Context: an optimization exercise on an open-source flow, tuned for small area and a short achievable clock period. The choices shown serve that exercise and are no tape-out recipe.
RTL that was checked went through simulation tests only; none was proved equivalent to the original.
Only the layout flow was run in runs 3 and 4; the RTL was not checked for function there.
Power is estimated from default activity; no workload was simulated.

$ cat design/flow/flow/run.sh
#!/bin/bash
# The standard layout, with plain buf_1 cells as the port buffers instead of the
# delay buffers buffer_ports picks by default.
set -euo pipefail
export BUFFER_PORTS_ARGS="-buffer_cell sky130_fd_sc_hd__buf_1"
bash standard.sh > standard_flow.log 2>&1
$ cat design/flow/standard.sh
#!/bin/bash
# synth_recipe.tcl (not shown) runs the flow's synth.tcl, then flattens the netlist and writes it again
# the make line also repeats each setting of config.mk as NAME=value (left out here)
make -C /OpenROAD-flow-scripts/flow DESIGN_CONFIG=/design/flow/config.mk WORK_HOME=/design/flow/orfs CLKGATE_MAP_FILE= SYNTH_SCRIPT=/design/flow/synth_recipe.tcl "${@:-finish}"
$ cat design/flow/config.mk
export PLATFORM = sky130hd
export DESIGN_NAME = easyobv_lb
export DESIGN_NICKNAME = easyobv_lb
export VERILOG_FILES = /design/flow/design.v
export SDC_FILE = /design/flow/constraint.sdc
export NUM_CORES = 4
export LEC_CHECK = 0
export CAP_MARGIN = 20
export CORE_MARGIN = 2
export CORE_UTILIZATION = 55
export CTS_CLUSTER_DIAMETER = 80
export CTS_CLUSTER_SIZE = 24
export SETUP_SLACK_MARGIN = 3.5
export SLEW_MARGIN = 20
export SYNTH_HIERARCHICAL = 1
export SYNTH_MINIMUM_KEEP_SIZE = 0
$ cat design/flow/constraint.sdc
create_clock -name core_clock -period 7.0 [get_ports {clk}]
set_input_delay 1.4000 -clock core_clock [delete_from_list [all_inputs] [get_ports {clk}]]
set_output_delay 1.4000 -clock core_clock [all_outputs]
set_load 0.01 [all_outputs]
$ cat design/flow/design.v
`timescale 1ns/1ps
`timescale 1ns/1ps
module keep_therm
(
    input logic [7:0] keep,
    output logic [7:0] therm
);
    logic [7:0] t;
    always_comb begin
        t = keep;
        {t[0], t[1]} = {t[0] | t[1], t[0] & t[1]};
        {t[2], t[3]} = {t[2] | t[3], t[2] & t[3]};
        {t[4], t[5]} = {t[4] | t[5], t[4] & t[5]};
        {t[6], t[7]} = {t[6] | t[7], t[6] & t[7]};
        {t[0], t[2]} = {t[0] | t[2], t[0] & t[2]};
        {t[1], t[3]} = {t[1] | t[3], t[1] & t[3]};
        {t[4], t[6]} = {t[4] | t[6], t[4] & t[6]};
        {t[5], t[7]} = {t[5] | t[7], t[5] & t[7]};
        {t[1], t[2]} = {t[1] | t[2], t[1] & t[2]};
        {t[5], t[6]} = {t[5] | t[6], t[5] & t[6]};
        {t[0], t[4]} = {t[0] | t[4], t[0] & t[4]};
        {t[1], t[5]} = {t[1] | t[5], t[1] & t[5]};
        {t[2], t[6]} = {t[2] | t[6], t[2] & t[6]};
        {t[3], t[7]} = {t[3] | t[7], t[3] & t[7]};
        {t[2], t[4]} = {t[2] | t[4], t[2] & t[4]};
        {t[3], t[5]} = {t[3] | t[5], t[3] & t[5]};
        {t[1], t[2]} = {t[1] | t[2], t[1] & t[2]};
        {t[3], t[4]} = {t[3] | t[4], t[3] & t[4]};
        {t[5], t[6]} = {t[5] | t[6], t[5] & t[6]};
        therm = t;
    end
endmodule
module therm_add
(
    input logic [3:0] lo,
    input logic [7:0] therm,
    output logic [4:0] sum
);
    logic [8:0] e;
    always_comb begin
        e[0] = ~therm[0];
        for (int j = 1; j < 8; j++)
            e[j] = therm[j-1] & ~therm[j];
        e[8] = therm[7];
        sum = '0;
        for (int j = 0; j < 9; j++)
            sum = sum | ({5{e[j]}} & ({1'b0, lo} + 5'(j)));
    end
endmodule
module inc_flip
(
    input logic [15:0] hi,
    output logic [15:0] flip
);
    always_comb begin
        flip[0] = 1'b1;
        for (int i = 1; i < 16; i++)
            flip[i] = flip[i-1] & hi[i-1];
    end
endmodule
module cond_inc
(
    input logic [15:0] hi,
    input logic [15:0] flip,
    input logic carry,
    output logic [15:0] hi_nxt
);
    assign hi_nxt = hi ^ (flip & {16{carry}});
endmodule
module size_next
(
    input logic [19:0] size,
    input logic [7:0] keep,
    output logic [19:0] size_nxt
);
    logic [7:0] therm;
    logic [4:0] lo;
    logic [15:0] flip;
    keep_therm u_therm (.keep(keep), .therm(therm));
    therm_add u_add (.lo(size[3:0]), .therm(therm), .sum(lo));
    inc_flip u_flip (.hi(size[19:4]), .flip(flip));
    cond_inc u_inc (.hi(size[19:4]), .flip(flip), .carry(lo[4]), .hi_nxt(size_nxt[19:4]));
    assign size_nxt[3:0] = lo[3:0];
endmodule
`timescale 1ns/1ps
module axis_gen
(
    input logic clk,
    input logic rst,
    input logic pause,
    input logic clear,
    output logic timeout,
    input logic [85:0] instr_tdata,
    input logic instr_tvalid,
    output logic instr_tready,
    output logic [63:0] traffic_tdata,
    output logic traffic_tvalid,
    output logic [7:0] traffic_tkeep,
    output logic traffic_tlast,
    output logic [3:0] traffic_tdest,
    input logic traffic_tready
);
    logic go;
    logic [7:0] repeat_cnt;
    logic repeat_zero;           
    logic [7:0] repeat_nxt;
    logic [77:0] instr_reg;
    logic [15:0] timeout_cnt;
    logic timeout_zero;          
    assign go = ~pause & traffic_tready;
    assign instr_tready = repeat_zero & go;
    always_comb begin
        repeat_nxt = repeat_cnt;
        if (go) begin
            if (~repeat_zero)
                repeat_nxt = repeat_cnt - 1'b1;
            else if (instr_tvalid && instr_tdata[85:78] != 8'd0)
                repeat_nxt = instr_tdata[85:78] - 1'b1;
        end
    end
    always_ff @(posedge clk) begin
        if (rst) begin
            repeat_cnt <= 8'd0;
            repeat_zero <= 1'b1;
        end
        else begin
            repeat_cnt <= repeat_nxt;
            repeat_zero <= repeat_nxt == 8'd0;
        end
    end
    always_ff @(posedge clk) begin
        if (rst)
            instr_reg <= '0;
        else if (instr_tready)
            instr_reg <= instr_tvalid ? instr_tdata[77:0] : 78'd0;
    end
    always_ff @(posedge clk) begin
        if (rst) begin
            traffic_tdata <= '0;
            traffic_tvalid <= 1'b0;
            traffic_tkeep <= '0;
            traffic_tlast <= 1'b0;
            traffic_tdest <= '0;
        end
        else if (go) begin
            traffic_tdata <= instr_reg[63:0];
            traffic_tvalid <= instr_reg[64];
            traffic_tkeep <= instr_reg[72:65];
            traffic_tlast <= instr_reg[73];
            traffic_tdest <= instr_reg[77:74];
        end
    end
    always_ff @(posedge clk) begin
        if (rst | traffic_tready) begin
            timeout_cnt <= 16'hffff;
            timeout_zero <= 1'b0;
        end
        else if (~timeout_zero) begin
            timeout_cnt <= timeout_cnt - 1'b1;
            timeout_zero <= timeout_cnt == 16'd1;
        end
    end
    always_ff @(posedge clk) begin
        if (rst | clear)
            timeout <= 1'b0;
        else if (timeout_zero)
            timeout <= 1'b1;
    end
endmodule
`timescale 1ns/1ps
module axis_mon
(
    input logic clk,
    input logic rst,
    input logic [63:0] tx_tdata,
    input logic tx_tvalid,
    input logic tx_tready,
    input logic [7:0] tx_tkeep,
    input logic tx_tlast,
    input logic [3:0] tx_tdest,
    input logic [63:0] rx_tdata,
    input logic rx_tvalid,
    input logic rx_tready,
    input logic [7:0] rx_tkeep,
    input logic rx_tlast,
    input logic [3:0] rx_tdest,
    output logic mismatch,
    output logic [19:0] time_cnt,
    output logic [19:0] tx_pkt_cnt,
    output logic [19:0] tx_time_elapsed,
    output logic [19:0] tx_transferred_size,
    output logic [19:0] rx_pkt_cnt,
    output logic [19:0] rx_time_elapsed,
    output logic [19:0] rx_transferred_size,
    output logic [19:0] latency_sum
);
    logic tx_hs, rx_hs;
    assign tx_hs = tx_tvalid & tx_tready;
    assign rx_hs = rx_tvalid & rx_tready;
    always_ff @(posedge clk) begin
        if (rst)
            time_cnt <= '0;
        else
            time_cnt <= time_cnt + 1'b1;
    end
    logic tx_started, rx_started;
    logic [19:0] tx_run, rx_run;
    always_ff @(posedge clk) begin
        if (rst) begin
            tx_started <= 1'b0;
            tx_run <= 20'd1;
            tx_time_elapsed <= '0;
        end
        else begin
            if (tx_hs) begin
                tx_started <= 1'b1;
                tx_time_elapsed <= tx_run;
            end
            if (tx_started)
                tx_run <= tx_run + 1'b1;
        end
    end
    always_ff @(posedge clk) begin
        if (rst) begin
            rx_started <= 1'b0;
            rx_run <= 20'd1;
            rx_time_elapsed <= '0;
        end
        else begin
            if (rx_hs) begin
                rx_started <= 1'b1;
                rx_time_elapsed <= rx_run;
            end
            if (rx_started)
                rx_run <= rx_run + 1'b1;
        end
    end
    logic [19:0] tx_size_nxt, rx_size_nxt;
    size_next u_tx_size (.size(tx_transferred_size), .keep(tx_tkeep), .size_nxt(tx_size_nxt));
    size_next u_rx_size (.size(rx_transferred_size), .keep(rx_tkeep), .size_nxt(rx_size_nxt));
    always_ff @(posedge clk) begin
        if (rst) begin
            tx_pkt_cnt <= '0;
            tx_transferred_size <= '0;
            rx_pkt_cnt <= '0;
            rx_transferred_size <= '0;
        end
        else begin
            if (tx_hs & tx_tlast)
                tx_pkt_cnt <= tx_pkt_cnt + 1'b1;
            if (tx_hs)
                tx_transferred_size <= tx_size_nxt;
            if (rx_hs & rx_tlast)
                rx_pkt_cnt <= rx_pkt_cnt + 1'b1;
            if (rx_hs)
                rx_transferred_size <= rx_size_nxt;
        end
    end
    localparam int VW = 77;
    logic [VW-1:0] tx_vec, cmp_head;
    logic [VW-1:0] cmp_mem [16];
    logic [4:0] cmp_cnt;
    logic [15:0] cmp_wp, cmp_rp;    
    logic cmp_empty, cmp_one, cmp_full;
    logic cmp_push, cmp_pop, cmp_head_new;
    assign tx_vec = {tx_tdest, tx_tlast, tx_tkeep, tx_tdata};
    assign cmp_empty = cmp_cnt == 5'd0;
    assign cmp_one = cmp_cnt == 5'd1;
    assign cmp_full = cmp_cnt == 5'd17;
    assign cmp_push = tx_hs & ~cmp_full;
    assign cmp_pop = rx_hs & ~mismatch & ~cmp_empty;
    assign cmp_head_new = cmp_empty | (cmp_pop & cmp_one);
    always_ff @(posedge clk) begin
        if (rst) begin
            cmp_cnt <= '0;
            cmp_wp <= 16'd1;
            cmp_rp <= 16'd1;
        end
        else begin
            cmp_cnt <= cmp_cnt + cmp_push - cmp_pop;
            if (cmp_push & ~cmp_head_new)
                cmp_wp <= {cmp_wp[14:0], cmp_wp[15]};
            if (cmp_pop & ~cmp_one)
                cmp_rp <= {cmp_rp[14:0], cmp_rp[15]};
        end
    end
    logic [VW-1:0] cmp_rd;
    always_comb begin
        cmp_rd = '0;
        for (int i = 0; i < 16; i++)
            cmp_rd = cmp_rd | ({VW{cmp_rp[i]}} & cmp_mem[i]);
    end
    always_ff @(posedge clk) begin
        if (cmp_head_new)
            cmp_head <= tx_vec;
        else if (cmp_pop)
            cmp_head <= cmp_rd;
    end
    always_ff @(posedge clk) begin
        for (int i = 0; i < 16; i++)
            if (cmp_push & ~cmp_head_new & cmp_wp[i])
                cmp_mem[i] <= tx_vec;
    end
    logic rx_diff;
    always_comb begin
        rx_diff = rx_tkeep != cmp_head[71:64] || rx_tlast != cmp_head[72] || rx_tdest != cmp_head[76:73];
        for (int b = 0; b < 8; b++)
            if (cmp_head[64+b] && rx_tdata[b*8+:8] != cmp_head[b*8+:8])
                rx_diff = 1'b1;
    end
    always_ff @(posedge clk) begin
        if (rst)
            mismatch <= 1'b0;
        else if (rx_hs & (rx_diff | cmp_empty))
            mismatch <= 1'b1;
    end
    logic [19:0] lat_mem [16];
    logic [19:0] lat_age, lat_next;
    logic [4:0] lat_cnt;
    logic [3:0] lat_wp;
    logic [15:0] lat_rp3;           
    logic lat_empty, lat_one, lat_two_up, lat_three_up, lat_full;
    logic lat_in, lat_out, lat_push, lat_pop, lat_head_new;
    assign lat_in = tx_hs & tx_tlast & ~mismatch;
    assign lat_out = rx_hs & rx_tlast & ~mismatch;
    assign lat_empty = lat_cnt == 5'd0;
    assign lat_one = lat_cnt == 5'd1;
    assign lat_three_up = lat_cnt >= 5'd3;
    assign lat_full = lat_cnt == 5'd17;
    assign lat_push = lat_in & ~lat_full;
    assign lat_pop = lat_out & ~lat_empty;
    assign lat_head_new = lat_empty | (lat_pop & lat_one);
    logic [19:0] lat_rd3;
    always_comb begin
        lat_rd3 = '0;
        for (int i = 0; i < 16; i++)
            lat_rd3 = lat_rd3 | ({20{lat_rp3[i]}} & lat_mem[i]);
    end
    always_ff @(posedge clk) begin
        if (rst) begin
            lat_cnt <= '0;
            lat_wp <= '0;
            lat_rp3 <= 16'd2;
            lat_age <= 20'hfffff;
        end
        else begin
            lat_cnt <= lat_cnt + lat_push - lat_pop;
            if (lat_push & ~lat_head_new)
                lat_wp <= lat_wp + 1'b1;
            if (lat_pop & ~lat_one)
                lat_rp3 <= {lat_rp3[14:0], lat_rp3[15]};
            if (lat_head_new)
                lat_age <= '0;
            else if (lat_pop)
                lat_age <= time_cnt - lat_next;
            else
                lat_age <= lat_age + 1'b1;
        end
    end
    always_ff @(posedge clk) begin
        if (lat_pop & lat_three_up)
            lat_next <= lat_rd3;
        else if (lat_pop | (lat_push & lat_one))
            lat_next <= time_cnt;
    end
    always_ff @(posedge clk) begin
        if (lat_push & ~lat_head_new)
            lat_mem[lat_wp] <= time_cnt;
    end
    always_ff @(posedge clk) begin
        if (rst)
            latency_sum <= '0;
        else if (lat_out)
            latency_sum <= latency_sum + lat_age + 1'b1;
    end
endmodule
`timescale 1ns/1ps
module easyobv_lb
(
    input logic clk,
    input logic rst,
    input logic pause,
    input logic clear,
    output logic timeout,
    input logic [87:0] instr_tdata,
    input logic instr_tvalid,
    output logic instr_tready,
    output logic [63:0] traffic_tdata,
    output logic traffic_tvalid,
    output logic [7:0] traffic_tkeep,
    output logic traffic_tlast,
    output logic [3:0] traffic_tdest,
    input logic traffic_tready,
    input logic [63:0] rx_mon_tdata,
    input logic rx_mon_tvalid,
    input logic rx_mon_tready,
    input logic [7:0] rx_mon_tkeep,
    input logic rx_mon_tlast,
    input logic [3:0] rx_mon_tdest,
    output logic mismatch,
    output logic [19:0] time_cnt,
    output logic [19:0] tx_pkt_cnt,
    output logic [19:0] tx_time_elapsed,
    output logic [19:0] tx_transferred_size,
    output logic [19:0] rx_pkt_cnt,
    output logic [19:0] rx_time_elapsed,
    output logic [19:0] rx_transferred_size,
    output logic [19:0] latency_sum
);
    axis_gen u_axis_gen (
        .clk            (clk),
        .rst            (rst),
        .pause          (pause),
        .clear          (clear),
        .timeout        (timeout),
        .instr_tdata    (instr_tdata[85:0]),
        .instr_tvalid   (instr_tvalid),
        .instr_tready   (instr_tready),
        .traffic_tdata  (traffic_tdata),
        .traffic_tvalid (traffic_tvalid),
        .traffic_tkeep  (traffic_tkeep),
        .traffic_tlast  (traffic_tlast),
        .traffic_tdest  (traffic_tdest),
        .traffic_tready (traffic_tready)
    );
    axis_mon u_axis_mon (
        .clk                 (clk),
        .rst                 (rst | clear),
        .tx_tdata            (traffic_tdata),
        .tx_tvalid           (traffic_tvalid),
        .tx_tready           (traffic_tready),
        .tx_tkeep            (traffic_tkeep),
        .tx_tlast            (traffic_tlast),
        .tx_tdest            (traffic_tdest),
        .rx_tdata            (rx_mon_tdata),
        .rx_tvalid           (rx_mon_tvalid),
        .rx_tready           (rx_mon_tready),
        .rx_tkeep            (rx_mon_tkeep),
        .rx_tlast            (rx_mon_tlast),
        .rx_tdest            (rx_mon_tdest),
        .mismatch            (mismatch),
        .time_cnt            (time_cnt),
        .tx_pkt_cnt          (tx_pkt_cnt),
        .tx_time_elapsed     (tx_time_elapsed),
        .tx_transferred_size (tx_transferred_size),
        .rx_pkt_cnt          (rx_pkt_cnt),
        .rx_time_elapsed     (rx_time_elapsed),
        .rx_transferred_size (rx_transferred_size),
        .latency_sum         (latency_sum)
    );
endmodule
==> summary.txt, run 1 <==
- Leak pwr: around 30 nW
- Die height: 391 um
- Max_slew headroom: 23.9%
- Die width: 391 um
- Worst EP required: ~5600 ps
- Max VDD drop: 0.000199 V
- Tmin final: 3480 ps
- CP max FO: 4
- GPL Wtd Cong: 0.847
- CP Launch Type: input pin
- Number of vias per cell: ~6.5
- Critical Path End Type: primary output
- Synthesized flop and latch total: 2117
- Sequential area share after synthesis: 71.5%
- RSZ-0062 raised after global routing: yes
- Fin nets: 6574
- Clk_skew: between 30 and 40 ps
- Critical path arrival: 2080 ps
- Port Buffers: 411
- FP Rows: 141
- Clk sinks: 2117
- Die area: about 150000 sq um
- Syn Std Cell Area: 82300 sq um
- Setup TNS: 0 ps
- Number of flops mapped to enable cells by yosys: 1649
- Vias in the first global route: 50400
- Length of the first detailed-routing pass in iterations: 6
- Drt wl/cell: around 30 um
- Max Fclk: 287 MHz
- WS Path Type: in2out
- Largest net degree at the start of global routing: 234
- Post-Syn Instances: 5976
- Syn avg cell area: 13.8 sq um
- Status: no timing/DRC/antenna violations
- Post-synth top flop: edfxtp_1
- Post-Layout Cell Count: 8327
- Cell taking the most area after synthesis: edfxtp_1
- HPWL Detailed: 140000 um
- CTS root buf: clkbuf_16
- DRT Wirelength: 248000 um
- Synth-to-layout area growth: 9.85%
- Hold-fix buffers at CTS: 0
- Core Util, Final: 61.0%
- Final worst path period share: 49.7%
- Worst-path clk slew: 90 ps
- H-Tree Level Count: 3
- Total CTS buffers: 106
- Clock Path Buffers: 3
- CTS tree: yes
- Commonest non-fill, non-tap cell in the layout: edfxtp_1
- First-pass GRT wire length: 353000 um
- Dpl cells: 8093
- Initial Util: 55.6%
- Share of cells above drive strength 1: 7.90%
- Clock latency on the worst-skew pair: between 700 and 800 ps
- Largest cells by area after synthesis: edfxtp_1 60%, dfxtp_1 11%, a22oi_1 4.1%
- Most frequent cells in the layout: 1649 x edfxtp_1, 662 x nand2_1, 447 x a22oi_1, 447 x dfxtp_1, 400 x buf_1
- Library cells used by synthesis: 102
- Largest register FFs: roughly 1200
- Final Hold Viols: 0
- Slew @ Worst Pin: about 1100 ps
- Antenna violations before repair: 17
- Via count: 54400
- Ports: around 410
- Power per cell area: between 200 and 250 nW/um^2
- Final number of setup-violating endpoints: 0
- Max-slew violation count: 0
- Synth async-reset ratio: 0%
- # Max-Cap Violations: 0
- Overflow after GRT: 0
- GRT Overall Usage: 31.8%
- Yosys top cell area share: 60.1%
- Total power: 0.0215 W
- Initial DRC count: 6709
- DRC: 0
- Yosys warns: 12
- Final ANT Viol Nets: 0
- Worst Hold Class: reg2reg
- Core box area: around 150000 sq um
==> timing repair <==
action | in CTS | in global routing
pin swaps | 14 | 0
gates resized for setup | 31 | 24
endpoints found under the setup margin | 1504 | 350
gates cloned | 11 | 3
setup buffers | 18 | 9
==> power by group <==
part           internal [W]  switching, W
Clock               0.00315       0.00404
Combinational      0.000249      0.000454
Sequential           0.0135      0.000128
Total                0.0169       0.00462
==> metal layers <==
metal	share of wire (%)	GRT usage (%)	vias to the layer above
met3	11	5.61	282
met1	43	49.0	27600
li1	-	-	23600
met5	0.0044	0	-
met4	2.0	6.14	2
met2	44	47.8	2824
==> critical path, stage by stage <==
cell and delay, ps:
buf_12 130, buf_8 130, and2b_4 160, nand2_2 90
inv_2 40, buf_2 130
==> cells by family after synthesis <==
family / share of synthesized area [%]
DFF: 71.5
AOI/OAI and AO/OA: 12.9
and+or+nand+nor: 8.82
xor gates and xnor gates: 2.73
other: 0.00912
adders and majority gates: 1.43
buffers and inverters: 2.33
muxes: 0.267
==> metrics by stage <==
step / hold slack [ps] / setup slack [ps] / instance area, sq um
floorplan: 432 / 3220 / 82600
global placement: 438 / 1830 / 86500
detailed placement: 443 / 1820 / 86500
CTS: 457 / 3510 / 90300
global route: 462 / 3490 / 90400
finish: 453 / 3520 / 90400
==> synthesized netlist by cell type (all sizes together), types with 80 or more instances <==
| cell type | number |
|---|---|
| edfxtp | 1649 |
| nand2 | 693 |
| dfxtp | 468 |
| a22oi | 447 |
| a21oi | 382 |
| clkbuf | 275 |
| nor2 | 215 |
| nand3 | 206 |
| nand4 | 178 |
| a221oi | 170 |
| a22o | 169 |
| xnor2 | 164 |
| inv | 104 |
| xor2 | 93 |
| buf | 85 |
| ha | 84 |
| o21ai | 81 |
| o22a | 80 |
==> modules after synthesis, one instance, submodules excluded, excerpt <==
module | flops+latches | copies in the design | cell area, sq um
axis_mon | 1934 | 1 | 72900
cond_inc | 0 | 2 | 244
inc_flip | 0 | 2 | 173
therm_add | 0 | 2 | 498
axis_gen | 183 | 1 | 7000
easyobv_lb | 0 | 1 | 6.26
keep_therm | 0 | 2 | 315
==> cell type report <==
type / instances / area [sq um]
tap: 1930 / 2410
clock inverter: 34 / 400
timing repair inverter: 6 / 37.5
clock buffer: 153 / 2970
multi-input combinational: 3402 / 22000
fill: 11500 / 57700
inverter: 105 / 452
sequential: 2117 / 59000
antenna: 5 / 12.5
timing repair buffer: 575 / 3170
==> final timing paths <==
path / start / endpoint / slack (ps) / depth (start not counted)
max: traffic_tready / instr_tready / 3520 / 6
min: u_axis_gen.instr_reg[68] / u_axis_gen.traffic_tkeep[3] / 450 / 2
min reg2reg: u_axis_gen.instr_reg[68] / u_axis_gen.traffic_tkeep[3] / 450 / 2
max reg2reg: u_axis_gen.traffic_tvalid / u_axis_mon.lat_mem[2][7] / 3610 / 6
==> run 2, diff against run 1 <==
--- a/design/flow/config.mk
+++ b/design/flow/config.mk
@@ -10,7 +10,7 @@
 export CORE_UTILIZATION = 55
 export CTS_CLUSTER_DIAMETER = 80
 export CTS_CLUSTER_SIZE = 24
-export SETUP_SLACK_MARGIN = 3.5
+export SETUP_SLACK_MARGIN = 3.8
 export SLEW_MARGIN = 20
 export SYNTH_HIERARCHICAL = 1
 export SYNTH_MINIMUM_KEEP_SIZE = 0
==> run 2 against run 1 <==
  * Largest power group unchanged
  * Maximum frequency is 0.85% lower
  * Area after synthesis unchanged
  * Core utilization is 0.74 points higher
  * Sequential cell count stayed put
  * Largest cell class unchanged
  * Critical path depth unchanged
  * Setup slack worse by 30 ps
  * Critical path type unchanged
  * Register-to-register slack improved by 130 ps
  * Sequential power hardly changed
  * Combinational power increased by 3.7%
  * Still clean on timing, DRC and antenna
  * First-iteration DRC count decreased by 5.2%
  * Cell area increased by 1.2%
==> summary.txt, run 2 <==
- Status: no timing/DRC/antenna violations
- GPL Wtd Cong: 0.836 (-1.3%)
- Clk_skew: 46.9 ps (+15.9 ps)
- Commonest non-fill, non-tap cell in the layout: edfxtp_1
- Setup TNS: 0 ps (unchanged)
- Sequential area share after synthesis: 71.5% (unchanged)
- Final worst path period share: 50.2% (+0.43 points)
- Die area: 153000 sq um (unchanged)
- Int Pwr: 0.0172 W (+2.1%)
- Max VDD drop: 0.000238 V (+20%)
- CP Launch Type: input pin
- Critical path arrival: 2110 ps (+30 ps)
- Total CTS buffers: 109 (+2.8%)
- Count leader, synth: edfxtp_1
- Synthesized flop and latch total: 2117 (unchanged)
- Hold-fix buffers at CTS: 0 (unchanged)
- Final Instance Area: 91500 sq um (+1.2%)
- Ports: 414 (unchanged)
- Yosys top cell area share: 60.1% (unchanged)
- Post-Syn Instances: 5976 (unchanged)
- Hold WS: 424 ps (-28.7 ps)
- Worst EP required: 5600 ps (about the same)
- H-Tree Level Count: 3 (unchanged)
- DRC: 0 (unchanged)
- Length of the first detailed-routing pass in iterations: 6 (unchanged)
- Initial DRC count: 6360 (-5.2%)
- Port Buffers: 411 (unchanged)
- WS Path Type: in2out
- Most frequent cells in the layout: 1649 x edfxtp_1, 652 x nand2_1, 447 x a22oi_1
- Clk pwr share: 34.7% (+1.3 points)
- Switching share of power: 21.5% (+0.034 points)
- Leak pwr: 30.6 nW (+2.3%)
- Max Fclk: 285 MHz (-0.85%)
- Critical Path End Type: primary output
- Gate power share: 3.3% (about the same)
- Power per cell area: 240 nW/um^2 (+0.94%)
- Final ANT Viol Nets: 0 (unchanged)
- RSZ-0062 raised after global routing: yes
- Share of cells above drive strength 1: 10.1% (+2.2 points)
- Syn Std Cell Area: 82300 sq um (unchanged)
- Max-slew violation count: 0 (unchanged)
- Max_slew headroom: 21.3% (-2.6 points)
- Vias in the first global route: 50500 (+0.39%)
- Drt wl/cell: 30.1 um (+0.92%)
- FP Rows: 141 (unchanged)
- CTS tree: yes
- Placed Area: 86400 sq um (-0.14%)
- CTS root buf: clkbuf_16
- Slew @ Worst Pin: 1180 ps (+41.1 ps)
- Overflow after GRT: 0 (unchanged)
- Tmin final: 3510 ps (+29.9 ps)
- Post-synth top cells: 1649 x edfxtp_1, 682 x nand2_1, 468 x dfxtp_1, 447 x a22oi_1, 382 x a21oi_1
- # Max-Cap Violations: 0 (unchanged)
- Library cells used by synthesis: 102 (unchanged)
- Post-synth top flop: edfxtp_1
- Clock latency on the worst-skew pair: 780 ps (+20 ps)
- Initial Util: 55.6% (unchanged)
- Worst-path clk slew: 100 ps (about the same)
- Clk sinks: 2117 (unchanged)
- Cell taking the most area after synthesis: edfxtp_1
- Die height: 391 um (unchanged)
- Die width: 391 um (unchanged)
- Core box area: 148000 sq um (unchanged)
- Synth-to-layout area growth: 11.2%
- Via count: 54600 (+0.34%)
- Setup ws final: 3490 ps (-29.9 ps)
- GRT Overall Usage: 32.2% (+0.41 points)
- NetSw: 0.00473 W (+2.3%)
- DRT Wirelength: 251000 um (+1.3%)
- CP max FO: 5 (+1)
- Fin nets: 6593 (+0.29%)
- Seq pwr share: 62.0% (-1.3 points)
- First-pass GRT wire length: 357000 um (+0.91%)
- Final number of setup-violating endpoints: 0 (unchanged)
- Clock Path Buffers: 3 (unchanged)
- Largest net degree at the start of global routing: 185 (-21%)
- Syn avg cell area: 13.8 sq um (unchanged)
- Number of vias per cell: 6.53 (about the same)
- Final Hold Viols: 0 (unchanged)
- Antenna violations before repair: 15 (-2)
- Worst slack at placement: 1800 ps (-22.2 ps)
- Worst Hold Class: reg2reg
- Yosys warns: 12 (unchanged)
- Largest cells by area after synthesis: edfxtp_1 60%, dfxtp_1 11%, a22oi_1 4.1%
- Synth async-reset ratio: 0% (unchanged)
- HPWL Detailed: 140000 um (-0.23%)
- Number of flops mapped to enable cells by yosys: 1649 (unchanged)
- Largest register FFs: 1232 (unchanged)
## run 2: cell counts after synthesis
No cell type changed its count.
## run 2: critical path, cell delays in order
cell,delay [ps]
buf_12,120
buf_8,130
and2b_4,180
nand2_8,100
clkinv_4,60
buf_6,110
## run 2: area by class of cell
class	count	area (sq um)
Sequential cell	2117	59000
Fill cell	11400	56700
Multi-Input combinational cell	3410	22400
Timing Repair Buffer	581	3400
Clock buffer	162	3120
Tap cell	1930	2410
Clock inverter	39	587
Inverter	105	459
Timing Repair inverter	8	60.1
Antenna cell	7	17.5
## run 2: what timing repair did
action | CTS | global route
gates cloned | 24 | 1
pin swaps | 17 | 35
gates resized for setup | 123 | 114
setup buffers | 28 | 21
endpoints found under the setup margin | 1790 | 1118
## run 2: cells by family after synthesis
logic type	count (synthesis)	synth area share, %
multiplexers	21	0.267
adder cells (fa/ha/maj)	92	1.43
flip-flops	2117	71.5
XOR/XNOR	257	2.73
AND/OR/NAND/NOR	1538	8.82
buffers and inverters	465	2.33
AO/OA/AOI/OAI	1484	12.9
other	2	0.00912
## run 2: modules after synthesis, one instance, submodules excluded, excerpt
module / area (sq um) / cells inside / copies in the design
therm_add: 498 / 73 / 2
keep_therm: 315 / 50 / 2
cond_inc: 244 / 34 / 2
axis_mon: 72900 / 4731 / 1
easyobv_lb: 6.26 / 1 / 1
axis_gen: 7000 / 872 / 1
inc_flip: 173 / 29 / 2
## run 2: worst paths after layout
path | start | endpoint | slack, ps | cells past startpoint
worst max register to register | u_axis_mon.cmp_cnt[2] | u_axis_mon.cmp_mem[8][53] | 3740 | 8
worst min-delay path | u_axis_gen.instr_reg[28] | u_axis_gen.traffic_tdata[28] | 420 | 2
worst max-delay path | traffic_tready | instr_tready | 3490 | 6
worst min register to register | u_axis_gen.instr_reg[28] | u_axis_gen.traffic_tdata[28] | 420 | 2
## run 2: per-stage QoR
step	power (W)	util, %	std cells
2_1_floorplan	0.0143	-	5976
3_3_place_gp	0.0146	58.3	8076
3_5_place_dp	0.0146	58.3	8077
4_1_cts	0.0220	61.3	8330
5_1_grt	0.0225	61.8	8356
6_report	0.0220	61.8	8359
## run 2: per-layer routing
metal	vias to the layer above	global-route usage, %	routed length [um]
li1	23700	-	-
met1	27700	48.5	105000
met2	2947	48.3	112000
met3	275	6.51	28900
met4	0	7.70	5560
met5	-	0	0
## run 2: power by group through the flow
stage / registers (W) / clock network [W] / logic [W]
floorplan: 0.0138 / 0 / 0.000449
global placement: 0.0139 / 0 / 0.000686
detailed placement: 0.0139 / 0 / 0.000690
CTS: 0.0136 / 0.00770 / 0.000710
global route: 0.0136 / 0.00812 / 0.000786
finish: 0.0136 / 0.00762 / 0.000729
==> run 3, diff against run 2 <==
--- a/design/flow/design.v
+++ b/design/flow/design.v
@@ -82,6 +82,26 @@
     cond_inc u_inc (.hi(size[19:4]), .flip(flip), .carry(lo[4]), .hi_nxt(size_nxt[19:4]));
     assign size_nxt[3:0] = lo[3:0];
 endmodule
+module fifo_count
+(
+    input logic [4:0] cnt,
+    input logic push,
+    input logic pop,
+    output logic [4:0] cnt_nxt
+);
+    logic [4:0] cnt_inc, cnt_dec;
+    count_step u_inc (.cnt(cnt), .down(1'b0), .cnt_nxt(cnt_inc));
+    count_step u_dec (.cnt(cnt), .down(1'b1), .cnt_nxt(cnt_dec));
+    assign cnt_nxt = (push & ~pop) ? cnt_inc : (pop & ~push) ? cnt_dec : cnt;
+endmodule
+module count_step
+(
+    input logic [4:0] cnt,
+    input logic down,
+    output logic [4:0] cnt_nxt
+);
+    assign cnt_nxt = down ? cnt - 1'b1 : cnt + 1'b1;
+endmodule
 `timescale 1ns/1ps
 module axis_gen
 (
@@ -107,8 +127,10 @@
     logic [77:0] instr_reg;
     logic [15:0] timeout_cnt;
     logic timeout_zero;          
+    logic instr_en;
     assign go = ~pause & traffic_tready;
-    assign instr_tready = repeat_zero & go;
+    assign instr_en = repeat_zero & go;
+    ready_gate u_ready (.repeat_zero(repeat_zero), .pause(pause), .traffic_tready(traffic_tready), .ready(instr_tready));
     always_comb begin
         repeat_nxt = repeat_cnt;
         if (go) begin
@@ -125,13 +147,18 @@
         end
         else begin
             repeat_cnt <= repeat_nxt;
-            repeat_zero <= repeat_nxt == 8'd0;
+            if (go) begin
+                if (~repeat_zero)
+                    repeat_zero <= repeat_cnt == 8'd1;
+                else if (instr_tvalid && instr_tdata[85:78] != 8'd0)
+                    repeat_zero <= instr_tdata[85:78] == 8'd1;
+            end
         end
     end
     always_ff @(posedge clk) begin
         if (rst)
             instr_reg <= '0;
-        else if (instr_tready)
+        else if (instr_en)
             instr_reg <= instr_tvalid ? instr_tdata[77:0] : 78'd0;
     end
     always_ff @(posedge clk) begin
@@ -167,6 +194,15 @@
             timeout <= 1'b1;
     end
 endmodule
+module ready_gate
+(
+    input logic repeat_zero,
+    input logic pause,
+    input logic traffic_tready,
+    output logic ready
+);
+    assign ready = repeat_zero & ~pause & traffic_tready;
+endmodule
 `timescale 1ns/1ps
 module axis_mon
 (
@@ -270,6 +306,8 @@
     assign cmp_push = tx_hs & ~cmp_full;
     assign cmp_pop = rx_hs & ~mismatch & ~cmp_empty;
     assign cmp_head_new = cmp_empty | (cmp_pop & cmp_one);
+    logic [4:0] cmp_cnt_nxt;
+    fifo_count u_cmp_cnt (.cnt(cmp_cnt), .push(cmp_push), .pop(cmp_pop), .cnt_nxt(cmp_cnt_nxt));
     always_ff @(posedge clk) begin
         if (rst) begin
             cmp_cnt <= '0;
@@ -277,7 +315,7 @@
             cmp_rp <= 16'd1;
         end
         else begin
-            cmp_cnt <= cmp_cnt + cmp_push - cmp_pop;
+            cmp_cnt <= cmp_cnt_nxt;
             if (cmp_push & ~cmp_head_new)
                 cmp_wp <= {cmp_wp[14:0], cmp_wp[15]};
             if (cmp_pop & ~cmp_one)
@@ -330,6 +368,8 @@
     assign lat_push = lat_in & ~lat_full;
     assign lat_pop = lat_out & ~lat_empty;
     assign lat_head_new = lat_empty | (lat_pop & lat_one);
+    logic [4:0] lat_cnt_nxt;
+    fifo_count u_lat_cnt (.cnt(lat_cnt), .push(lat_push), .pop(lat_pop), .cnt_nxt(lat_cnt_nxt));
     logic [19:0] lat_rd3;
     always_comb begin
         lat_rd3 = '0;
@@ -344,7 +384,7 @@
             lat_age <= 20'hfffff;
         end
         else begin
-            lat_cnt <= lat_cnt + lat_push - lat_pop;
+            lat_cnt <= lat_cnt_nxt;
             if (lat_push & ~lat_head_new)
                 lat_wp <= lat_wp + 1'b1;
             if (lat_pop & ~lat_one)
==> design/flow/config.mk (replaced) <==
export PLATFORM = sky130hd
export DESIGN_NAME = easyobv_lb
export DESIGN_NICKNAME = easyobv_lb
export VERILOG_FILES = /design/flow/design.v
export SDC_FILE = /design/flow/constraint.sdc
export NUM_CORES = 4
export LEC_CHECK = 0
export CAP_MARGIN = 40
export CORE_MARGIN = 2
export CORE_UTILIZATION = 55
export CTS_CLUSTER_DIAMETER = 80
export CTS_CLUSTER_SIZE = 24
export SETUP_SLACK_MARGIN = 3.6
export SLEW_MARGIN = 60
export SYNTH_HIERARCHICAL = 1
export SYNTH_MINIMUM_KEEP_SIZE = 0
==> run 3 against run 2 <==
  * Still clean on timing, DRC and antenna
  * Non-clock buffer count up 50
  * Clock power down 3.9%
  * Critical path depth down 2
  * Via count down 1.0%
  * Synthesized cell count up 1.1%
  * Maximum frequency up 3.4%
  * Largest power group unchanged
==> summary.txt, run 3 <==
- Status: no timing/DRC/antenna violations
- GRT Overall Usage: 30.3% (-1.9 points)
- Sequential area share after synthesis: 71.2% (-0.34 points)
- Tmin final: 3400 ps (-116 ps)
- Largest cells by area after synthesis: edfxtp_1 60%, dfxtp_1 11%, a22oi_1 4.4%
- Initial Util: 55.3% (-0.26 points)
- Power per cell area: 230 nW/um^2 (-4.2%)
- Filler instances: 11600 (+1.5%)
- Die area: 154000 sq um (+0.47%)
- Setup TNS: 0 ps (unchanged)
- Clock Path Buffers: 3 (unchanged)
- Final ANT Viol Nets: 0 (unchanged)
- Synth-to-layout area growth: 12.0%
- Max Fclk: 295 MHz (+3.4%)
- WS Path Type: in2out
- Vias in the first global route: 50700 (+0.34%)
- Fin nets: 6700 (+1.6%)
- Initial DRC count: 5576 (-12%)
- Library cells used by synthesis: 95 (-6.9%)
- GPL Wtd Cong: 0.819 (-1.9%)
- Overflow after GRT: 0 (unchanged)
- Count of buffer and inverter cells on the critical path: 3 (-1)
- Ports: 414 (unchanged)
- Multi-input gate area: 22600 sq um (+0.71%)
- Switching share of power: 21.0% (-0.52 points)
- H-Tree Level Count: 3 (unchanged)
- Yosys top cell area share: 59.9% (-0.28 points)
- Post-synth top flop: edfxtp_1
- Hold-fix buffers at CTS: 0 (unchanged)
- Slew @ Worst Pin: 623 ps (-557 ps)
- Clk sinks: 2117 (unchanged)
- DRC: 0 (unchanged)
- Via count: 54000 (-1.0%)
- RSZ-0062 raised after global routing: yes
- Number of flops mapped to enable cells by yosys: 1649 (unchanged)
- CP top delay family: buffers and inverters
- Final Hold Viols: 0 (unchanged)
- Cell taking the most area after synthesis: edfxtp_1
- Commonest non-fill, non-tap cell in the layout: edfxtp_1
- Worst EP required: 5600 ps (about the same)
- Slowest stage cell, crit path: and3b_1
- Critical Path End Type: primary output
- Gate power share: 2.4% (-0.9 points)
- Clk_skew: 43.6 ps (-3.33 ps)
- HPWL Detailed: 137000 um (-1.7%)
- Max VDD drop: 0.000221 V (-7.1%)
- Final worst path period share: 48.5% (-1.7 points)
- Leak pwr: 31.2 nW (+2.0%)
- Synthesized flop and latch total: 2117 (unchanged)
- Die width: 392 um (+0.24%)
- Final number of setup-violating endpoints: 0 (unchanged)
- Antenna violations before repair: 6 (-9)
- Largest register FFs: 1232 (unchanged)
- Seq pwr share: 63.2% (+1.2 points)
- Syn Std Cell Area: 82700 sq um (+0.47%)
- Length of the first detailed-routing pass in iterations: 7 (+1)
- Max_slew headroom: 58.5% (+37 points)
- Placed Area: 88600 sq um (+2.6%)
- Core box area: 150000 sq um (+0.95%)
- Port Buffers: 411 (unchanged)
- First-pass GRT wire length: 341000 um (-4.3%)
- Critical-path cell list: buf_6 > buf_12 > and3b_1 > buf_2
- Worst-path clk slew: 100 ps (about the same)
- Register area: 59000 sq um (about the same)
- Post-Syn Instances: 6041 (+1.1%)
- Clock latency on the worst-skew pair: 780 ps (about the same)
- Clk pwr share: 34.4% (-0.3 points)
- NetSw: 0.00448 W (-5.3%)
- Int Pwr: 0.0168 W (-2.3%)
- Max-slew violation count: 0 (unchanged)
- Share of cells above drive strength 1: 10.0% (-0.047 points)
- Syn avg cell area: 13.7 sq um (-0.61%)
- Largest net degree at the start of global routing: 79 (-57%)
- Drt wl/cell: 27.9 um (-7.3%)
- # Max-Cap Violations: 0 (unchanged)
- Worst Hold Class: reg2reg
- CTS tree: yes
- Post-synth top cells: 1649 x edfxtp_1, 676 x nand2_1, 480 x a22oi_1, 468 x dfxtp_1, 392 x a21oi_1
- CTS root buf: clkbuf_16
- Critical path arrival: 2000 ps (-110 ps)
- FP Rows: 142 (+0.71%)
- Max stage delay on crit path: 180 ps (about the same)
- Synth async-reset ratio: 0% (unchanged)
- Die height: 392 um (+0.24%)
- CP Launch Type: input pin
- DRT Wirelength: 238000 um (-5.2%)
- Number of vias per cell: 6.32 (-3.2%)
- CP max FO: 4 (-1)
- Count leader, synth: edfxtp_1
- Final Instance Area: 92700 sq um (+1.3%)
- Most frequent cells in the layout: 1649 x edfxtp_1, 654 x nand2_1, 480 x a22oi_1
- Total CTS buffers: 109 (unchanged)
- Yosys warns: 12 (unchanged)
## run 3: repair_timing
| item | CTS | global route |
|---|---|---|
| endpoints found under the setup margin | 993 | 372 |
| cloned | 2 | 4 |
| pin swaps | 4 | 9 |
| resized for setup | 18 | 29 |
| buffers inserted | 11 | 9 |
## run 3: kinds of logic after synthesis
family / synth area share [%]
AO/OA/AOI/OAI: 12.9
XOR/XNOR: 2.86
adder cells (fa/ha/maj): 1.47
buffers and inverters: 2.34
flip-flops: 71.2
multiplexers: 0.516
other: 0.0272
AND/OR/NAND/NOR: 8.75
## run 3: final timing paths
| kind | from | to | slack, ps | cells past startpoint |
|---|---|---|---|---|
| max | traffic_tready | instr_tready | 3600 | 4 |
| min | u_axis_gen.instr_reg[25] | u_axis_gen.traffic_tdata[25] | 430 | 2 |
| max reg2reg | u_axis_mon.cmp_cnt[1] | u_axis_mon.cmp_mem[7][53] | 3690 | 10 |
| min reg2reg | u_axis_gen.instr_reg[25] | u_axis_gen.traffic_tdata[25] | 430 | 2 |
## run 3: power by group through the flow
stage / Combinational (W) / Sequential (W) / Clock (W)
finish: 0.000511 / 0.0135 / 0.00732
detailed placement: 0.000489 / 0.0138 / 0
global placement: 0.000466 / 0.0138 / 0
floorplan: 0.000311 / 0.0137 / 0
global route: 0.000562 / 0.0135 / 0.00785
CTS: 0.000498 / 0.0135 / 0.00745
## run 3: layout make-up
class | instances | area share, %
antenna | 2 | 0.00540
clock buffer | 166 | 3.41
clock inverter | 40 | 0.404
inverter | 102 | 0.474
multi-input combinational | 3476 | 24.4
sequential | 2117 | 63.7
tap | 2016 | 2.72
timing repair buffer | 631 | 4.90
## run 3: through the flow
stage / setup WS (ps) / total power (W) / hold WS (ps) / std cells / util [%]
after floorplan: 3260 / 0.0141 / 432 / 6057 / -
after global placement: 1660 / 0.0142 / 436 / 8227 / 58.0
after detailed placement: 2210 / 0.0142 / 434 / 8313 / 59.2
after CTS: 3610 / 0.0214 / 436 / 8532 / 61.7
after global routing: 3600 / 0.0219 / 447 / 8548 / 62.0
final: 3600 / 0.0213 / 431 / 8550 / 62.0
## run 3: per-module statistics from Yosys, one instance, submodules excluded, a selection
module / cells / area, sq um
therm_add: 73 / 498
fifo_count: 19 / 174
axis_gen: 874 / 7010
easyobv_lb: 1 / 6.26
ready_gate: 1 / 8.76
axis_mon: 4683 / 72300
inc_flip: 29 / 173
cond_inc: 34 / 244
keep_therm: 50 / 315
count_step: 18 / 146
## run 3: routing by layer
metal / vias up / global-route usage [%] / wire, um
met2: 2362 / 47.6 / 110000
met4: 2 / 7.00 / 5100
met1: 27400 / 44.7 / 101000
met3: 246 / 4.69 / 21900
li1: 24000 / - / -
met5: - / 0 / 9
## run 3: tightest hold or removal path: stages, from the launching register on
cell and delay, ps:
dfxtp_1 320, nand2_1 50, a21oi_1 50
==> run 4, diff against run 3 <==
--- a/design/flow/design.v
+++ b/design/flow/design.v
@@ -102,6 +102,14 @@
 );
     assign cnt_nxt = down ? cnt - 1'b1 : cnt + 1'b1;
 endmodule
+module rst_or
+(
+    input logic a,
+    input logic b,
+    output logic y
+);
+    assign y = a | b;
+endmodule
 `timescale 1ns/1ps
 module axis_gen
 (
@@ -155,22 +163,43 @@
             end
         end
     end
+    logic instr_en_hi;
+    ready_gate u_en_hi (.repeat_zero(repeat_zero), .pause(pause), .traffic_tready(traffic_tready), .ready(instr_en_hi));
     always_ff @(posedge clk) begin
         if (rst)
-            instr_reg <= '0;
+            instr_reg[38:0] <= '0;
         else if (instr_en)
-            instr_reg <= instr_tvalid ? instr_tdata[77:0] : 78'd0;
+            instr_reg[38:0] <= instr_tvalid ? instr_tdata[38:0] : 39'd0;
+    end
+    always_ff @(posedge clk) begin
+        if (rst)
+            instr_reg[77:39] <= '0;
+        else if (instr_en_hi)
+            instr_reg[77:39] <= instr_tvalid ? instr_tdata[77:39] : 39'd0;
+    end
+    logic go_lo, go_hi;
+    go_gate u_go_lo (.pause(pause), .traffic_tready(traffic_tready), .go(go_lo));
+    go_gate u_go_hi (.pause(pause), .traffic_tready(traffic_tready), .go(go_hi));
+    always_ff @(posedge clk) begin
+        if (rst)
+            traffic_tdata[31:0] <= '0;
+        else if (go_lo)
+            traffic_tdata[31:0] <= instr_reg[31:0];
+    end
+    always_ff @(posedge clk) begin
+        if (rst)
+            traffic_tdata[63:32] <= '0;
+        else if (go_hi)
+            traffic_tdata[63:32] <= instr_reg[63:32];
     end
     always_ff @(posedge clk) begin
         if (rst) begin
-            traffic_tdata <= '0;
             traffic_tvalid <= 1'b0;
             traffic_tkeep <= '0;
             traffic_tlast <= 1'b0;
             traffic_tdest <= '0;
         end
         else if (go) begin
-            traffic_tdata <= instr_reg[63:0];
             traffic_tvalid <= instr_reg[64];
             traffic_tkeep <= instr_reg[72:65];
             traffic_tlast <= instr_reg[73];
@@ -203,11 +232,20 @@
 );
     assign ready = repeat_zero & ~pause & traffic_tready;
 endmodule
+module go_gate
+(
+    input logic pause,
+    input logic traffic_tready,
+    output logic go
+);
+    assign go = ~pause & traffic_tready;
+endmodule
 `timescale 1ns/1ps
 module axis_mon
 (
     input logic clk,
-    input logic rst,
+    input logic sys_rst,
+    input logic clear,
     input logic [63:0] tx_tdata,
     input logic tx_tvalid,
     input logic tx_tready,
@@ -230,11 +268,27 @@
     output logic [19:0] rx_transferred_size,
     output logic [19:0] latency_sum
 );
+    logic rst_0;
+    rst_or u_rst_0 (.a(sys_rst), .b(clear), .y(rst_0));
+    logic rst_1;
+    rst_or u_rst_1 (.a(sys_rst), .b(clear), .y(rst_1));
+    logic rst_2;
+    rst_or u_rst_2 (.a(sys_rst), .b(clear), .y(rst_2));
+    logic rst_3;
+    rst_or u_rst_3 (.a(sys_rst), .b(clear), .y(rst_3));
+    logic rst_4;
+    rst_or u_rst_4 (.a(sys_rst), .b(clear), .y(rst_4));
+    logic rst_5;
+    rst_or u_rst_5 (.a(sys_rst), .b(clear), .y(rst_5));
+    logic rst_6;
+    rst_or u_rst_6 (.a(sys_rst), .b(clear), .y(rst_6));
+    logic rst_7;
+    rst_or u_rst_7 (.a(sys_rst), .b(clear), .y(rst_7));
     logic tx_hs, rx_hs;
     assign tx_hs = tx_tvalid & tx_tready;
     assign rx_hs = rx_tvalid & rx_tready;
     always_ff @(posedge clk) begin
-        if (rst)
+        if (rst_0)
             time_cnt <= '0;
         else
             time_cnt <= time_cnt + 1'b1;
@@ -242,7 +296,7 @@
     logic tx_started, rx_started;
     logic [19:0] tx_run, rx_run;
     always_ff @(posedge clk) begin
-        if (rst) begin
+        if (rst_1) begin
             tx_started <= 1'b0;
             tx_run <= 20'd1;
             tx_time_elapsed <= '0;
@@ -257,7 +311,7 @@
         end
     end
     always_ff @(posedge clk) begin
-        if (rst) begin
+        if (rst_2) begin
             rx_started <= 1'b0;
             rx_run <= 20'd1;
             rx_time_elapsed <= '0;
@@ -275,17 +329,25 @@
     size_next u_tx_size (.size(tx_transferred_size), .keep(tx_tkeep), .size_nxt(tx_size_nxt));
     size_next u_rx_size (.size(rx_transferred_size), .keep(rx_tkeep), .size_nxt(rx_size_nxt));
     always_ff @(posedge clk) begin
-        if (rst) begin
+        if (rst_3) begin
             tx_pkt_cnt <= '0;
             tx_transferred_size <= '0;
-            rx_pkt_cnt <= '0;
-            rx_transferred_size <= '0;
         end
         else begin
             if (tx_hs & tx_tlast)
                 tx_pkt_cnt <= tx_pkt_cnt + 1'b1;
             if (tx_hs)
                 tx_transferred_size <= tx_size_nxt;
+        end
+    end
+    logic rst_8;
+    rst_or u_rst_8 (.a(sys_rst), .b(clear), .y(rst_8));
+    always_ff @(posedge clk) begin
+        if (rst_8) begin
+            rx_pkt_cnt <= '0;
+            rx_transferred_size <= '0;
+        end
+        else begin
             if (rx_hs & rx_tlast)
                 rx_pkt_cnt <= rx_pkt_cnt + 1'b1;
             if (rx_hs)
@@ -309,7 +371,7 @@
     logic [4:0] cmp_cnt_nxt;
     fifo_count u_cmp_cnt (.cnt(cmp_cnt), .push(cmp_push), .pop(cmp_pop), .cnt_nxt(cmp_cnt_nxt));
     always_ff @(posedge clk) begin
-        if (rst) begin
+        if (rst_4) begin
             cmp_cnt <= '0;
             cmp_wp <= 16'd1;
             cmp_rp <= 16'd1;
@@ -347,7 +409,7 @@
                 rx_diff = 1'b1;
     end
     always_ff @(posedge clk) begin
-        if (rst)
+        if (rst_5)
             mismatch <= 1'b0;
         else if (rx_hs & (rx_diff | cmp_empty))
             mismatch <= 1'b1;
@@ -377,7 +439,7 @@
             lat_rd3 = lat_rd3 | ({20{lat_rp3[i]}} & lat_mem[i]);
     end
     always_ff @(posedge clk) begin
-        if (rst) begin
+        if (rst_6) begin
             lat_cnt <= '0;
             lat_wp <= '0;
             lat_rp3 <= 16'd2;
@@ -408,7 +470,7 @@
             lat_mem[lat_wp] <= time_cnt;
     end
     always_ff @(posedge clk) begin
-        if (rst)
+        if (rst_7)
             latency_sum <= '0;
         else if (lat_out)
             latency_sum <= latency_sum + lat_age + 1'b1;
@@ -465,7 +527,8 @@
     );
     axis_mon u_axis_mon (
         .clk                 (clk),
-        .rst                 (rst | clear),
+        .sys_rst             (rst),
+        .clear               (clear),
         .tx_tdata            (traffic_tdata),
         .tx_tvalid           (traffic_tvalid),
         .tx_tready           (traffic_tready),
==> design/flow/config.mk (replaced) <==
export PLATFORM = sky130hd
export DESIGN_NAME = easyobv_lb
export DESIGN_NICKNAME = easyobv_lb
export VERILOG_FILES = /design/flow/design.v
export SDC_FILE = /design/flow/constraint.sdc
export NUM_CORES = 4
export LEC_CHECK = 0
export CAP_MARGIN = 20
export CORE_MARGIN = 2
export CORE_UTILIZATION = 55
export CTS_CLUSTER_DIAMETER = 80
export CTS_CLUSTER_SIZE = 24
export SETUP_SLACK_MARGIN = 3.9
export SLEW_MARGIN = 20
export SYNTH_HIERARCHICAL = 1
export SYNTH_MINIMUM_KEEP_SIZE = 0
==> run 4 against run 3 <==
  * Cell count fell by 0.73%
  * Non-clock buffer count is 12 lower
  * Clock power is 2% higher
  * Maximum frequency is 1.4% higher
  * Highest routed layer unchanged
  * Via count about the same
  * Worst hold slack gained 15 ps
  * Critical path type unchanged
  * Cell area grew 0.18%
  * Sequential power is essentially flat
  * Core utilization about the same
  * Die area increased by 0.31%
  * Global-route usage rose by 0.88 points
  * Area after synthesis increased by 0.31%
==> summary.txt, run 4 <==
- Final ANT Viol Nets: 0 (unchanged)
- Combinational family with the most area after synthesis: compound AO/OA/AOI/OAI gates
- Count of buffer and inverter cells on the critical path: 3 (unchanged)
- Max stage delay on crit path: 180 ps (about the same)
- Hold WS: 446 ps (+15.4 ps)
- RSZ-0062 raised after global routing: yes
- Final Hold Viols: 0 (unchanged)
- Critical path origin: traffic_tready
- Antenna violations before repair: 9 (+3)
- Multiplexer share of the synthesized area: 1.30% (+0.78 points)
- Worst-path clk slew: 90 ps (about the same)
- DRT Wirelength: 246000 um (+3.4%)
- Worst Hold Class: reg2reg
- R2R cell count: 14 (+4)
- Initial DRC count: 5946 (+6.6%)
- Die width: 392 um (+0.15%)
- Critical-path cell list: buf_12 > buf_12 > and3b_1 > buf_2
- CTS root buf: clkbuf_16
- Reg-to-reg endpoint: u_axis_mon.tx_transferred_size[8]
- Fin nets: 6643 (-0.85%)
- Critical R2R Launch: u_axis_gen.traffic_tkeep[2]
- CP max FO: 2 (-2)
- Library cells used by synthesis: 98 (+3.2%)
- CP top delay family: buffers and inverters
- Max VDD drop: 0.000189 V (-14%)
- Placed Area: 87200 sq um (-1.6%)
- Status: no timing/DRC/antenna violations
- Drt wl/cell: 29.0 um (+4.1%)
- GPL Wtd Cong: 0.820 (about the same)
- Via count: 54000 (+0.076%)
- Max_slew headroom: 27.9% (-31 points)
- Vias in the first global route: 50600 (-0.23%)
- FP Rows: 142 (unchanged)
- Setup TNS: 0 ps (unchanged)
- Clock Path Buffers: 3 (unchanged)
- Initial Util: 55.4% (+0.11 points)
- Leak pwr: 27.7 nW (-11%)
- Sequential area share after synthesis: 71.0% (-0.22 points)
- # diodes: 0 (-2)
- Final number of setup-violating endpoints: 0 (unchanged)
- Clock latency on the worst-skew pair: 770 ps (about the same)
- Yosys top cell area share: 59.7% (-0.19 points)
- Hold_sp: u_axis_gen.instr_reg[77]
- Share of cells above drive strength 1: 10.7% (+0.62 points)
- Timing endpoint of the critical path: instr_tready
- Compound-Gate Fraction of Synth Area: 12.6% (-0.25 points)
- Post-synth top flop: edfxtp_1
- Post-Synth Simple-Gate Area: 8.59% (-0.16 points)
- CP Launch Type: input pin
- Syn Std Cell Area: 83000 sq um (+0.31%)
- Most frequent cells in the layout: 1649 x edfxtp_1, 469 x a22oi_1, 458 x nand2_1
- Critical path arrival: 1950 ps (-50 ps)
- DRC: 0 (unchanged)
- Yosys warns: 12 (unchanged)
- Largest net degree at the start of global routing: 65 (-18%)
- H-Tree Level Count: 3 (unchanged)
- Syn avg cell area: 13.9 sq um (+1.4%)
- Hold-fix buffers at CTS: 0 (unchanged)
- Synth-to-layout area growth: 11.9%
- # Max-Cap Violations: 0 (unchanged)
- Adder-cell share of the synthesized area: 1.46% (-0.0046 points)
- Synthesized flop and latch total: 2117 (unchanged)
- Number of vias per cell: 6.37 (+0.81%)
- HPWL Detailed: 134000 um (-2.6%)
- Commonest non-fill, non-tap cell in the layout: edfxtp_1
- Cell taking the most area after synthesis: edfxtp_1
- Max-slew violation count: 0 (unchanged)
- Tmin final: 3350 ps (-45.6 ps)
- Die area: 154000 sq um (+0.31%)
- Clk_skew: 36.1 ps (-7.42 ps)
- Post-Syn Instances: 5974 (-1.1%)
- Largest register FFs: 1232 (unchanged)
- Length of the first detailed-routing pass in iterations: 6 (-1)
- Largest cells by area after synthesis: edfxtp_1 60%, dfxtp_1 11%, a22oi_1 4.2%
- Critical Path End Type: primary output
- Slew @ Worst Pin: 1080 ps (+458 ps)
- Slowest stage cell, crit path: and3b_1
- Clk sinks: 2117 (unchanged)
- Final Instance Area: 92900 sq um (+0.18%)
- Final worst path period share: 47.9% (-0.65 points)
- Post-synth top cells: 1649 x edfxtp_1, 490 x nand2_1, 469 x a22oi_1, 468 x dfxtp_1, 314 x nor2_1
- Core box area: 150000 sq um (+0.12%)
- Max Fclk: 299 MHz (+1.4%)
- WS Path Type: in2out
- Total CTS buffers: 109 (unchanged)
- Die height: 392 um (+0.15%)
- Ports: 414 (unchanged)
- Register-to-Register Setup Slack: 4020 ps (+330 ps)
- Synth async-reset ratio: 0% (unchanged)
- GRT Overall Usage: 31.2% (+0.88 points)
- Overflow after GRT: 0 (unchanged)
- Most frequent cell on the critical path: buf_12
- CTS tree: yes
- Instance count on the critical path: 4 (unchanged)
- Power per cell area: 231 nW/um^2 (+0.53%)
- Worst EP required: 5600 ps (about the same)
- Count leader, synth: edfxtp_1
- Xor and xnor area share after synthesis: 2.80% (-0.062 points)
- Number of flops mapped to enable cells by yosys: 1649 (unchanged)
- First-pass GRT wire length: 349000 um (+2.2%)
- Port Buffers: 411 (unchanged)
-- run 4: cell types whose count changed in the layout (fill, tap and decap cells not counted), sizes merged, moves of 14 or more --
cell / delta
nand3: -32
buf: -14
nand2: -188
mux2i: +66
nor2b: +38
a21oi: -79
nor2: +94
or2: +15
-- run 4: through the flow --
step           power, W  utilization (%)  instances  setup WS [ps]
2_1_floorplan    0.0141                -       5990           3260
3_3_place_gp     0.0142             58.2       8197           1780
3_5_place_dp     0.0142             58.2       8197           1780
4_1_cts          0.0215             61.5       8463           3650
5_1_grt          0.0220             62.0       8488           3640
6_report         0.0215             62.0       8488           3650
-- run 4: power by group --
group	switching (W)	total [W]	internal [W]
sequential	0.0000655	0.0135	0.0134
clock	0.00409	0.00747	0.00338
combinational	0.000319	0.000519	0.000199
-- run 4: modules after synthesis, one instance, submodules excluded, a selection --
module,copies in the design,flops+latches
axis_gen,1,183
fifo_count,2,0
count_step,4,0
go_gate,2,0
ready_gate,2,0
rst_or,9,0
-- run 4: worst min-delay path by stage --
stage	to	cells after the start
finish	u_axis_gen.traffic_tdest[3]	2
global route	u_axis_gen.traffic_tdest[0]	2
CTS	u_axis_gen.traffic_tdest[3]	2
detailed placement	u_axis_gen.traffic_tkeep[0]	2
global placement	u_axis_gen.traffic_tdest[3]	2
floorplan	u_axis_gen.traffic_tvalid	2
-- run 4: layout make-up --
cell class	instances	area, sq um
Sequential cell	2117	59100
Fill cell	11700	56900
Multi-Input combinational cell	3422	23100
Timing Repair Buffer	619	4010
Clock buffer	159	3090
Tap cell	2016	2520
Clock inverter	44	536
Inverter	107	458
Timing Repair inverter	4	30.0
-- run 4: cells by family after synthesis --
| group | Yosys count |
|---|---|
| AOI/OAI and AO/OA | 1439 |
| xor gates and xnor gates | 265 |
| adders and majority gates | 94 |
| buffers and inverters | 461 |
| DFF | 2117 |
| muxes | 107 |
| other | 6 |
| and+or+nand+nor | 1485 |
-- run 4: worst reg2reg max path: stages, from the launching register on --
cell and delay [ps]:
dfxtp_4 380, buf_12 160, maj3_2 410, a21oi_2 250, a211oi_2 110, or2_1 270
nand2b_1 120, o211ai_1 90, o31ai_1 250, o2111ai_2 210, buf_4 230, nand2_2 70
xnor2_1 120, nand2_1 80, a21oi_1 120
-- run 4: repair_timing --
| action | CTS | global route |
|---|---|---|
| setup endpoints to repair | 1778 | 921 |
| buffers inserted | 47 | 17 |
| gates cloned | 16 | 8 |
| gates resized for setup | 216 | 110 |
| pin swaps | 37 | 39 |
-- run 4: routing by layer --
| metal | vias to the layer above | GRT usage, % | wire (um) |
|---|---|---|---|
| li1 | 23800 | - | - |
| met1 | 27300 | 45.5 | 103000 |
| met2 | 2651 | 47.8 | 111000 |
| met3 | 285 | 7.32 | 27000 |
| met4 | 2 | 6.90 | 5640 |
| met5 | - | 0 | 13 |
==> run 5, diff against run 4 <==
--- a/design/flow/design.v
+++ b/design/flow/design.v
@@ -47,6 +47,19 @@
             sum = sum | ({5{e[j]}} & ({1'b0, lo} + 5'(j)));
     end
 endmodule
+module therm_carry
+(
+    input logic [3:0] lo,
+    input logic [7:0] therm,
+    output logic carry
+);
+    always_comb begin
+        carry = 1'b0;
+        for (int l = 8; l < 16; l++)
+            if (lo == l)
+                carry = therm[15-l];
+    end
+endmodule
 module inc_flip
 (
     input logic [15:0] hi,
@@ -75,11 +88,13 @@
 );
     logic [7:0] therm;
     logic [4:0] lo;
+    logic carry;
     logic [15:0] flip;
     keep_therm u_therm (.keep(keep), .therm(therm));
     therm_add u_add (.lo(size[3:0]), .therm(therm), .sum(lo));
+    therm_carry u_carry (.lo(size[3:0]), .therm(therm), .carry(carry));
     inc_flip u_flip (.hi(size[19:4]), .flip(flip));
-    cond_inc u_inc (.hi(size[19:4]), .flip(flip), .carry(lo[4]), .hi_nxt(size_nxt[19:4]));
+    cond_inc u_inc (.hi(size[19:4]), .flip(flip), .carry(carry), .hi_nxt(size_nxt[19:4]));
     assign size_nxt[3:0] = lo[3:0];
 endmodule
 module fifo_count
@@ -378,9 +393,9 @@
         end
         else begin
             cmp_cnt <= cmp_cnt_nxt;
-            if (cmp_push & ~cmp_head_new)
+            if (cmp_push & ~cmp_empty)
                 cmp_wp <= {cmp_wp[14:0], cmp_wp[15]};
-            if (cmp_pop & ~cmp_one)
+            if (cmp_pop & (~cmp_one | cmp_push))
                 cmp_rp <= {cmp_rp[14:0], cmp_rp[15]};
         end
     end
@@ -398,7 +413,7 @@
     end
     always_ff @(posedge clk) begin
         for (int i = 0; i < 16; i++)
-            if (cmp_push & ~cmp_head_new & cmp_wp[i])
+            if (cmp_push & ~cmp_empty & cmp_wp[i])
                 cmp_mem[i] <= tx_vec;
     end
     logic rx_diff;
@@ -447,9 +462,9 @@
         end
         else begin
             lat_cnt <= lat_cnt_nxt;
-            if (lat_push & ~lat_head_new)
+            if (lat_push & ~lat_empty)
                 lat_wp <= lat_wp + 1'b1;
-            if (lat_pop & ~lat_one)
+            if (lat_pop & (~lat_one | lat_push))
                 lat_rp3 <= {lat_rp3[14:0], lat_rp3[15]};
             if (lat_head_new)
                 lat_age <= '0;
@@ -466,7 +481,7 @@
             lat_next <= time_cnt;
     end
     always_ff @(posedge clk) begin
-        if (lat_push & ~lat_head_new)
+        if (lat_push & ~lat_empty)
             lat_mem[lat_wp] <= time_cnt;
     end
     always_ff @(posedge clk) begin
==> run 5 against run 4 <==
  * Still clean on timing, DRC and antenna
  * Combinational power rose by 5.4%
  * Core utilization fell by 0.40 points
  * Cell area fell by 0.42%
  * Non-clock buffer count fell by 34
  * Power fell by 0.46%
  * Highest routed layer unchanged
==> summary.txt, run 5 <==
- Worst EP required: 5600 ps (about the same)
- WS Path Type: in2out
- Max Fclk: 298 MHz (-0.33%)
- Worst slack at placement: 1930 ps (+148 ps)
- Register-to-Register Setup Slack: 3950 ps (-70 ps)
- Overflow after GRT: 0 (unchanged)
- Tmin final: 3360 ps (+11.3 ps)
- Antenna violations before repair: 10 (+1)
- GPL Wtd Cong: 0.829 (+1.1%)
- Drt wl/cell: 29.2 um (+0.74%)
- Die height: 393 um (+0.20%)
- Status: no timing/DRC/antenna violations
- Length of the first detailed-routing pass in iterations: 5 (-1)
- CP max FO: 3 (+1)
- First-pass GRT wire length: 352000 um (+1.0%)
- Max VDD drop: 0.000267 V (+41%)
- Core box area: 150000 sq um (+0.24%)
- Critical path arrival: 1960 ps (about the same)
- Max stage delay on crit path: 170 ps (about the same)
- CTS root buf: clkbuf_16
- Syn Std Cell Area: 83300 sq um (+0.41%)
- DRC: 0 (unchanged)
- Worst-path clk slew: 100 ps (about the same)
- Number of vias per cell: 6.39 (+0.34%)
- Share of cells above drive strength 1: 10.0% (-0.62 points)
- Clk_skew: 54.6 ps (+18.5 ps)
- Die width: 393 um (+0.20%)
- Initial DRC count: 6212 (+4.5%)
- Die area: 155000 sq um (+0.41%)
- Final worst path period share: 48.0% (+0.16 points)
- Syn avg cell area: 13.8 sq um (-0.37%)
- Commonest non-fill, non-tap cell in the layout: edfxtp_1
- CTS tree: yes
- Most frequent cells in the layout: 1649 x edfxtp_1, 421 x a22oi_1, 407 x nor2_1
- Critical-path cell list: clkbuf_16 > buf_12 > and3b_1 > buf_2
- Initial Util: 55.5% (+0.097 points)
- GRT Overall Usage: 31.4% (+0.22 points)
- Largest register FFs: 1232 (unchanged)
- Max-slew violation count: 0 (unchanged)
- Total CTS buffers: 108 (-0.92%)
- Clock latency on the worst-skew pair: 780 ps (about the same)
- Final Hold Viols: 0 (unchanged)
- Post-Syn Instances: 6021 (+0.79%)
- Power per cell area: 231 nW/um^2 (about the same)
- H-Tree Level Count: 3 (unchanged)
- Max_slew headroom: 26.9% (-1.0 points)
- Clk sinks: 2117 (unchanged)
- Largest net degree at the start of global routing: 80 (+23%)
- Vias in the first global route: 50800 (+0.31%)
- Slew @ Worst Pin: 1100 ps (+15.2 ps)
- Via count: 54300 (+0.52%)
- Fin nets: 6651 (+0.12%)
- Critical Path End Type: primary output
- Final ANT Viol Nets: 0 (unchanged)
- HPWL Detailed: 136000 um (+1.8%)
- Clock Path Buffers: 3 (unchanged)
- CP Launch Type: input pin
- Final number of setup-violating endpoints: 0 (unchanged)
- Setup ws final: 3640 ps (-11.3 ps)
- Hold-fix buffers at CTS: 0 (unchanged)
- Setup TNS: 0 ps (unchanged)
- FP Rows: 142 (unchanged)
- Port Buffers: 411 (unchanged)
- Slowest stage cell, crit path: and3b_1
- Yosys warns: 13 (+1)
- RSZ-0062 raised after global routing: yes
- DRT Wirelength: 249000 um (+0.92%)
- Synth-to-layout area growth: 11.0%
- # Max-Cap Violations: 0 (unchanged)
- Ports: 414 (unchanged)
- Worst Hold Class: reg2reg
- Leak pwr: 27.7 nW (+0.22%)
==> run 5: changes by cell type in the layout (fill, tap and decap cells not counted), moves of 40 or more <==
cell     previous run  this run
a22oi_1           469       421
mux2i_1           103       143
nand2_1           458       391
nand4_1           170       128
nor2_1            296       407
o22a_1             76        18
==> run 5: final cells by class <==
cell class / instances / area, sq um
diodes: 4 / 10.0
clock buffers: 164 / 3060
clock inverters: 39 / 439
fillers: 11600 / 57700
inverters: 117 / 497
multi-input cells: 3455 / 23300
flip-flops and latches: 2117 / 59100
well taps: 2016 / 2520
repair buffers: 585 / 3500
repair inverters: 6 / 45.0
==> run 5: final timing paths <==
path,from,to,depth (start not counted)
worst min-delay path,u_axis_gen.instr_reg[76],u_axis_gen.traffic_tdest[2],2
worst max register to register,u_axis_mon.cmp_rp[9],u_axis_mon.cmp_head[40],5
worst min register to register,u_axis_gen.instr_reg[76],u_axis_gen.traffic_tdest[2],2
worst max-delay path,traffic_tready,instr_tready,4
==> run 5: timing repair <==
item	in CTS	in global routing
setup buffers	30	13
gates resized for setup	140	109
pin swaps	9	29
cloned	10	3
endpoints found under the setup margin	1708	613
==> run 5: report_power, final <==
part           switching, W  internal, W  leakage [nW]
clock network       0.00413      0.00321          1.71
logic              0.000348     0.000199          9.22
registers         0.0000662       0.0134          16.8
==> run 5: per-stage QoR <==
stage	instances	util, %	total power (W)	hold WS (ps)	area [sq um]
6_report	8503	61.6	0.0214	444	92500
5_1_grt	8499	61.6	0.0219	456	92500
4_1_cts	8483	61.2	0.0214	444	91900
3_5_place_dp	8240	58.4	0.0143	437	87700
3_3_place_gp	8240	58.4	0.0143	436	87700
2_1_floorplan	6037	-	0.0141	427	83800
==> run 5: per-layer routing <==
layer | GRT usage (%) | part of all wire (%)
met1 | 46.3 | 42
met3 | 5.79 | 10
met4 | 6.81 | 2.4
met2 | 48.9 | 46
met5 | 0 | 0.0093
==> run 5: worst max-delay path: cells and delay by family <==
family	cells	cell delay (ps)
AND/OR/NAND/NOR	1	170
buffers and inverters	3	380

Re-timed with assumed drivers on the ports (clkbuf_16 on the clock, buf_2 on other inputs), run 5 has 3.598 ns of setup slack against 3.639 ns with ideal ports, and 2.997 ns once port delays also move by the mid clock arrival of 0.841 ns.
